Source: an optimization exercise on an open RTL-to-GDS flow (aim: small area). Production flows keep margins and buffers that such runs may drop.
Only simulation tests tie the RTL to the original design; equivalence was not proved.

==> run a: inputs <==
==> flow/design.v (excerpt) <==
module RegisterFile #(
    parameter DATA_WIDTH = 32,
    parameter NUM_REGISTERS = 32
)(
    input logic clk,
    input logic rst,
    input logic [4:0] readRegister1,
    input logic [4:0] readRegister2,
    input logic [4:0] writeRegister,
    input logic [DATA_WIDTH-1:0] writeData,
    input logic writeEnable,
    output logic [DATA_WIDTH-1:0] readData1,
    output logic [DATA_WIDTH-1:0] readData2
);
    logic [DATA_WIDTH-1:0] registers [0:NUM_REGISTERS-1];
    logic [DATA_WIDTH-1:0] nextRegisters [0:NUM_REGISTERS-1];
    logic [NUM_REGISTERS-1:0] valid;
    logic [NUM_REGISTERS-1:0] sel1, sel2, wsel, hold;
    logic [DATA_WIDTH-1:0] rd1, rd2;
    logic [NUM_REGISTERS-1:0] col [0:DATA_WIDTH-1];
    always_comb begin
        for (int i = 0; i < NUM_REGISTERS; i++) begin
            sel1[i] = (readRegister1 == i) && valid[i];
            sel2[i] = (readRegister2 == i) && valid[i];
            wsel[i] = (writeRegister == i) && writeEnable;
            hold[i] = !wsel[i];
        end
        for (int b = 0; b < DATA_WIDTH; b++)
  ...
==> module rf_rbit, before the edit <==
module rf_rbit (
    input  logic [31:0] s,
    input  logic [31:0] d,
    output logic y
);
    logic [10:0] n;
    for (genvar g = 0; g < 10; g++) begin : g_aoi
        rf_aoi222 u (.s(s[3*g+2:3*g]), .d(d[3*g+2:3*g]), .y(n[g]));
    end
    rf_aoi222 u_last (.s({s[31], s[31:30]}), .d({d[31], d[31:30]}), .y(n[10]));
    assign y = ~&n;
endmodule
==> module RegisterFile, before the edit <==
module RegisterFile #(
    parameter DATA_WIDTH = 32,
    parameter NUM_REGISTERS = 32
)(
    input logic clk,
    input logic rst,
    input logic [4:0] readRegister1,
    input logic [4:0] readRegister2,
    input logic [4:0] writeRegister,
    input logic [DATA_WIDTH-1:0] writeData,
    input logic writeEnable,
    output logic [DATA_WIDTH-1:0] readData1,
    output logic [DATA_WIDTH-1:0] readData2
);
    logic [DATA_WIDTH-1:0] registers [0:NUM_REGISTERS-1];
    logic [DATA_WIDTH-1:0] nextRegisters [0:NUM_REGISTERS-1];
    logic [NUM_REGISTERS-1:0] valid;
    logic [NUM_REGISTERS-1:0] sel1, sel2, wsel, hold;
    logic [DATA_WIDTH-1:0] rd1, rd2;
    logic [NUM_REGISTERS-1:0] col [0:DATA_WIDTH-1];
    always_comb begin
        for (int i = 0; i < NUM_REGISTERS; i++) begin
            sel1[i] = (readRegister1 == i) && valid[i];
            sel2[i] = (readRegister2 == i) && valid[i];
            wsel[i] = (writeRegister == i) && writeEnable;
            hold[i] = !wsel[i];
        end
        for (int b = 0; b < DATA_WIDTH; b++)
            for (int i = 0; i < NUM_REGISTERS; i++)
                col[b][i] = registers[i][b];
    end
    for (genvar i = 0; i < NUM_REGISTERS; i++) begin : g_row
        for (genvar b = 0; b < DATA_WIDTH; b++) begin : g_bit
            rf_hold u_hold (
                .ld(wsel[i]), .hold(hold[i]), .d(writeData[b]),
                .q(registers[i][b]), .y(nextRegisters[i][b])
            );
        end
    end
    for (genvar b = 0; b < DATA_WIDTH; b++) begin : g_rd
        rf_rbit u_rd1 (.s(sel1), .d(col[b]), .y(rd1[b]));
        rf_rbit u_rd2 (.s(sel2), .d(col[b]), .y(rd2[b]));
    end
    always_ff @(posedge clk) begin
        for (int i = 0; i < NUM_REGISTERS; i++) begin
            registers[i] <= nextRegisters[i];
        end
    end
    always_ff @(posedge clk or posedge rst) begin
        if (rst) begin
            valid <= '0;
            readData1 <= '0;
            readData2 <= '0;
        end else begin
            readData1 <= rd1;
            readData2 <= rd2;
            valid <= valid | wsel;
        end
    end
endmodule
==> flow/config.mk <==
export PLATFORM = sky130hd
export DESIGN_NAME = RegisterFile
export DESIGN_NICKNAME = RegisterFile
export VERILOG_FILES = /design/flow/design.v
export SDC_FILE = /design/flow/constraint.sdc
export NUM_CORES = 4
export LEC_CHECK = 0
export CAP_MARGIN = 20
export CORE_MARGIN = 2
export CORE_UTILIZATION = 40
export SLEW_MARGIN = 20
export SYNTH_HIERARCHICAL = 1
==> flow/constraint.sdc <==
create_clock -name core_clock -period 4.0 [get_ports {clk}]
set_input_delay 0.8000 -clock core_clock [delete_from_list [all_inputs] [get_ports {clk}]]
set_output_delay 0.8000 -clock core_clock [all_outputs]
set_load 0.01 [all_outputs]
standard.sh (not shown) runs the stock make flow with config.mk's settings and CLKGATE_MAP_FILE= SYNTH_SCRIPT=/design/flow/synth_recipe.tcl, a recipe that flattens the netlist after the stock synthesis.
==> flow/flow/run.sh <==
#!/bin/bash
# The standard layout (standard.sh), with two changes passed to the ORFS
# scripts through their environment: the port buffers are the smallest
# buffer, and clock tree synthesis uses small clock buffers and adds no
# dummy loads.
export BUFFER_PORTS_ARGS="-buffer_cell sky130_fd_sc_hd__buf_1"
export CTS_ARGS="-sink_clustering_enable -repair_clock_nets -dont_use_dummy_load -buf_list {sky130_fd_sc_hd__clkbuf_4 sky130_fd_sc_hd__clkbuf_8}"
bash standard.sh > standard.log 2>&1
==> run b (differences from run a) <==
--- a/flow/design.v
+++ b/flow/design.v
@@ -14,6 +14,13 @@
 );
     assign y = ~((s[0] & d[0]) | (s[1] & d[1]) | (s[2] & d[2]));
 endmodule
+module rf_aoi22 (
+    input  logic [1:0] s,
+    input  logic [1:0] d,
+    output logic y
+);
+    assign y = ~((s[0] & d[0]) | (s[1] & d[1]));
+endmodule
 module rf_rbit (
     input  logic [31:0] s,
     input  logic [31:0] d,
@@ -23,7 +30,7 @@
     for (genvar g = 0; g < 10; g++) begin : g_aoi
         rf_aoi222 u (.s(s[3*g+2:3*g]), .d(d[3*g+2:3*g]), .y(n[g]));
     end
-    rf_aoi222 u_last (.s({s[31], s[31:30]}), .d({d[31], d[31:30]}), .y(n[10]));
+    rf_aoi22 u_last (.s(s[31:30]), .d(d[31:30]), .y(n[10]));
     assign y = ~&n;
 endmodule
 module RegisterFile #(
==> flow/flow/run.sh (replaced) <==
#!/bin/bash
cp standard.sh standard.sh.txt
export BUFFER_PORTS_ARGS="-buffer_cell sky130_fd_sc_hd__buf_1"
export CTS_ARGS="-sink_clustering_enable -repair_clock_nets -dont_use_dummy_load"
bash standard.sh > standard.log 2>&1
==> run c (differences from run a) <==
--- a/flow/design.v
+++ b/flow/design.v
@@ -14,6 +14,35 @@
 );
     assign y = ~((s[0] & d[0]) | (s[1] & d[1]) | (s[2] & d[2]));
 endmodule
+module rf_aoi22 (
+    input  logic [1:0] s,
+    input  logic [1:0] d,
+    output logic y
+);
+    assign y = ~((s[0] & d[0]) | (s[1] & d[1]));
+endmodule
+module rf_and3 (
+    input  logic a,
+    input  logic b,
+    input  logic c,
+    output logic y
+);
+    assign y = a & b & c;
+endmodule
+module rf_and2 (
+    input  logic a,
+    input  logic b,
+    output logic y
+);
+    assign y = a & b;
+endmodule
+module rf_nand2 (
+    input  logic a,
+    input  logic b,
+    output logic y
+);
+    assign y = ~(a & b);
+endmodule
 module rf_rbit (
     input  logic [31:0] s,
     input  logic [31:0] d,
@@ -23,7 +52,7 @@
     for (genvar g = 0; g < 10; g++) begin : g_aoi
         rf_aoi222 u (.s(s[3*g+2:3*g]), .d(d[3*g+2:3*g]), .y(n[g]));
     end
-    rf_aoi222 u_last (.s({s[31], s[31:30]}), .d({d[31], d[31:30]}), .y(n[10]));
+    rf_aoi22 u_last (.s(s[31:30]), .d(d[31:30]), .y(n[10]));
     assign y = ~&n;
 endmodule
 module RegisterFile #(
@@ -43,31 +72,51 @@
     logic [DATA_WIDTH-1:0] registers [0:NUM_REGISTERS-1];
     logic [DATA_WIDTH-1:0] nextRegisters [0:NUM_REGISTERS-1];
     logic [NUM_REGISTERS-1:0] valid;
-    logic [NUM_REGISTERS-1:0] sel1, sel2, wsel, hold;
+    logic [NUM_REGISTERS-1:0] wsel;
+    logic [NUM_REGISTERS-1:0] sel1 [0:1];
+    logic [NUM_REGISTERS-1:0] sel2 [0:1];
+    logic [NUM_REGISTERS-1:0] ld   [0:1];
+    logic [NUM_REGISTERS-1:0] hold [0:1];
     logic [DATA_WIDTH-1:0] rd1, rd2;
     logic [NUM_REGISTERS-1:0] col [0:DATA_WIDTH-1];
+    logic [3:0] r1_lo, r2_lo, w_lo;
+    logic [7:0] r1_hi, r2_hi, w_hi;
     always_comb begin
-        for (int i = 0; i < NUM_REGISTERS; i++) begin
-            sel1[i] = (readRegister1 == i) && valid[i];
-            sel2[i] = (readRegister2 == i) && valid[i];
-            wsel[i] = (writeRegister == i) && writeEnable;
-            hold[i] = !wsel[i];
+        for (int k = 0; k < 4; k++) begin
+            r1_lo[k] = (readRegister1[1:0] == k);
+            r2_lo[k] = (readRegister2[1:0] == k);
+            w_lo[k]  = (writeRegister[1:0] == k) && writeEnable;
         end
+        for (int k = 0; k < 8; k++) begin
+            r1_hi[k] = (readRegister1[4:2] == k);
+            r2_hi[k] = (readRegister2[4:2] == k);
+            w_hi[k]  = (writeRegister[4:2] == k);
+        end
+        for (int i = 0; i < NUM_REGISTERS; i++)
+            wsel[i] = w_lo[i % 4] && w_hi[i / 4];
         for (int b = 0; b < DATA_WIDTH; b++)
             for (int i = 0; i < NUM_REGISTERS; i++)
                 col[b][i] = registers[i][b];
     end
+    for (genvar h = 0; h < 2; h++) begin : g_half
+        for (genvar i = 0; i < NUM_REGISTERS; i++) begin : g_dec
+            rf_and3  u_sel1 (.a(r1_lo[i % 4]), .b(r1_hi[i / 4]), .c(valid[i]), .y(sel1[h][i]));
+            rf_and3  u_sel2 (.a(r2_lo[i % 4]), .b(r2_hi[i / 4]), .c(valid[i]), .y(sel2[h][i]));
+            rf_and2  u_ld   (.a(w_lo[i % 4]),  .b(w_hi[i / 4]), .y(ld[h][i]));
+            rf_nand2 u_hold (.a(w_lo[i % 4]),  .b(w_hi[i / 4]), .y(hold[h][i]));
+        end
+    end
     for (genvar i = 0; i < NUM_REGISTERS; i++) begin : g_row
         for (genvar b = 0; b < DATA_WIDTH; b++) begin : g_bit
             rf_hold u_hold (
-                .ld(wsel[i]), .hold(hold[i]), .d(writeData[b]),
+                .ld(ld[b / 16][i]), .hold(hold[b / 16][i]), .d(writeData[b]),
                 .q(registers[i][b]), .y(nextRegisters[i][b])
             );
         end
     end
     for (genvar b = 0; b < DATA_WIDTH; b++) begin : g_rd
-        rf_rbit u_rd1 (.s(sel1), .d(col[b]), .y(rd1[b]));
-        rf_rbit u_rd2 (.s(sel2), .d(col[b]), .y(rd2[b]));
+        rf_rbit u_rd1 (.s(sel1[b / 16]), .d(col[b]), .y(rd1[b]));
+        rf_rbit u_rd2 (.s(sel2[b / 16]), .d(col[b]), .y(rd2[b]));
     end
     always_ff @(posedge clk) begin
         for (int i = 0; i < NUM_REGISTERS; i++) begin
==> flow/flow/run.sh (replaced) <==
#!/bin/bash
# The standard layout (standard.sh) with these changes, passed to the
# ORFS scripts through make variables and their environment:
# - synthesis is the standard one, run unchanged;
# - the port buffers are the smallest buffer (buf_1);
# - clock tree synthesis uses clkbuf_16 only, clusters of up to 25 sinks
#   within 80 um, and adds no dummy loads;
# - after synthesis the large buffers and inverters are don't-use, so that
#   repair_design buffers the wide select nets with small cells.
# Each step's output goes to its own log file here (synth.log, layout.log);
# ORFS's per-step logs are under orfs/logs/.
set -e
PLATFORM_DONT_USE="sky130_fd_sc_hd__probe_p_8 sky130_fd_sc_hd__probec_p_8 sky130_fd_sc_hd__lpflow_bleeder_1 sky130_fd_sc_hd__lpflow_clkbufkapwr_1 sky130_fd_sc_hd__lpflow_clkbufkapwr_16 sky130_fd_sc_hd__lpflow_clkbufkapwr_2 sky130_fd_sc_hd__lpflow_clkbufkapwr_4 sky130_fd_sc_hd__lpflow_clkbufkapwr_8 sky130_fd_sc_hd__lpflow_clkinvkapwr_1 sky130_fd_sc_hd__lpflow_clkinvkapwr_16 sky130_fd_sc_hd__lpflow_clkinvkapwr_2 sky130_fd_sc_hd__lpflow_clkinvkapwr_4 sky130_fd_sc_hd__lpflow_clkinvkapwr_8 sky130_fd_sc_hd__lpflow_decapkapwr_12 sky130_fd_sc_hd__lpflow_decapkapwr_3 sky130_fd_sc_hd__lpflow_decapkapwr_4 sky130_fd_sc_hd__lpflow_decapkapwr_6 sky130_fd_sc_hd__lpflow_decapkapwr_8 sky130_fd_sc_hd__lpflow_inputiso0n_1 sky130_fd_sc_hd__lpflow_inputiso0p_1 sky130_fd_sc_hd__lpflow_inputiso1n_1 sky130_fd_sc_hd__lpflow_inputiso1p_1 sky130_fd_sc_hd__lpflow_inputisolatch_1 sky130_fd_sc_hd__lpflow_isobufsrc_1 sky130_fd_sc_hd__lpflow_isobufsrc_16 sky130_fd_sc_hd__lpflow_isobufsrc_2 sky130_fd_sc_hd__lpflow_isobufsrc_4 sky130_fd_sc_hd__lpflow_isobufsrc_8 sky130_fd_sc_hd__lpflow_isobufsrckapwr_16 sky130_fd_sc_hd__lpflow_lsbuf_lh_hl_isowell_tap_1 sky130_fd_sc_hd__lpflow_lsbuf_lh_hl_isowell_tap_2 sky130_fd_sc_hd__lpflow_lsbuf_lh_hl_isowell_tap_4 sky130_fd_sc_hd__lpflow_lsbuf_lh_isowell_4 sky130_fd_sc_hd__lpflow_lsbuf_lh_isowell_tap_1 sky130_fd_sc_hd__lpflow_lsbuf_lh_isowell_tap_2 sky130_fd_sc_hd__lpflow_lsbuf_lh_isowell_tap_4"
EXTRA_DONT_USE="sky130_fd_sc_hd__buf_6 sky130_fd_sc_hd__buf_8 sky130_fd_sc_hd__buf_12 sky130_fd_sc_hd__buf_16 sky130_fd_sc_hd__bufbuf_8 sky130_fd_sc_hd__bufbuf_16 sky130_fd_sc_hd__bufinv_8 sky130_fd_sc_hd__bufinv_16 sky130_fd_sc_hd__inv_8 sky130_fd_sc_hd__inv_12 sky130_fd_sc_hd__inv_16 sky130_fd_sc_hd__clkinv_8 sky130_fd_sc_hd__clkinv_16"
export BUFFER_PORTS_ARGS="-buffer_cell sky130_fd_sc_hd__buf_1"
export CTS_ARGS="-sink_clustering_enable -repair_clock_nets -dont_use_dummy_load -buf_list {sky130_fd_sc_hd__clkbuf_16} -sink_clustering_size 25 -sink_clustering_max_diameter 80"
bash standard.sh synth > synth.log 2>&1
bash standard.sh "DONT_USE_CELLS=$PLATFORM_DONT_USE $EXTRA_DONT_USE" finish > layout.log 2>&1
CORE_UTILIZATION = 55   (was 40)
GPL_TIMING_DRIVEN = 0   (was unset)
==> impl_metrics.csv <==
group,metric,value,unit
status,outcome,"timing/DRC/antenna clean",
layout,buffer_area_frac,0.0458,
power_and_ir_drop,power_density,548,mW/mm²
critical_path,crit_arrival,3.63,ns
timing,finalClockSkew,0.0659,ns
critical_path,critPathSlowestCell,"a222oi_1",
die,core_area,0.104,mm²
global_route,global_route.usage.met2,0.493,
die,placementRows,118,
power_and_ir_drop,p_clk_frac,0.308,
the above is filed under run a

==> impl_metrics.csv <==
group,metric,value,unit
status,outcome,"timing/DRC/antenna clean",
global_route,global_route.usage.met2,0.475,
critical_path,critPathSlowestCell,"and3_2",
layout,buffer_area_frac,0.0418,
timing,finalClockSkew,0.0585,ns
power_and_ir_drop,power_density,562,mW/mm²
critical_path,crit_arrival,3.67,ns
power_and_ir_drop,p_clk_frac,0.332,
die,placementRows,118,
the above is filed under run b

==> impl_metrics.csv <==
group,metric,value,unit
layout,buffer_area_frac,0.0130,
critical_path,ff2ff_path_depth,4,
layout,antennaDiodeCount,10,
die,core_area,0.0771,mm²
critical_path,crit_arrival,4.02,ns
power_and_ir_drop,p_clk_frac,0.242,
yosys,ys.flop_type,"dfxtp_1",
status,outcome,"timing/DRC/antenna clean",
die,placementRows,102,
die,dieHeight,282,µm
power_and_ir_drop,finalPower,24.3,mW
timing,finalClockSkew,0.0434,ns
global_route,global_route.usage.met2,0.615,
power_and_ir_drop,power_density,529,mW/mm²
the above is filed under run c

port drivers added, routing unchanged:
No port has a modelled driver above. Below, the same layouts with a new extraction and two added sets of constraints. Step 1: set_driving_cell puts a clkbuf_16 on clk and a buf_2 on each other input, an assumption about the parent block. Step 2 times the ports against the registers' clock, not the clock port: input delays grow and output delays shrink by t, the midpoint of the rising clock arrivals with the driver on. Three values: ideal, step 1, step 2; two values: the first two.
| run | t, ns | setup WS [ns] | worst register clock-pin slew, ns |
|---|---|---|---|
| run a | 0.915 | 1.088 / 1.125 / 0.210 | 0.07 / 0.07 |
| run b | 0.746 | 0.867 / 0.911 / 0.166 | 0.06 / 0.06 |
| run c | 0.721 | 0.502 / 0.549 / -0.172 | 0.10 / 0.10 |
With both steps, setup timing fails in run c, where it was met with ideal ports. The setup slack of run a, which loses most, moves by +0.037 ns with the drivers and by -0.878 ns with both steps.
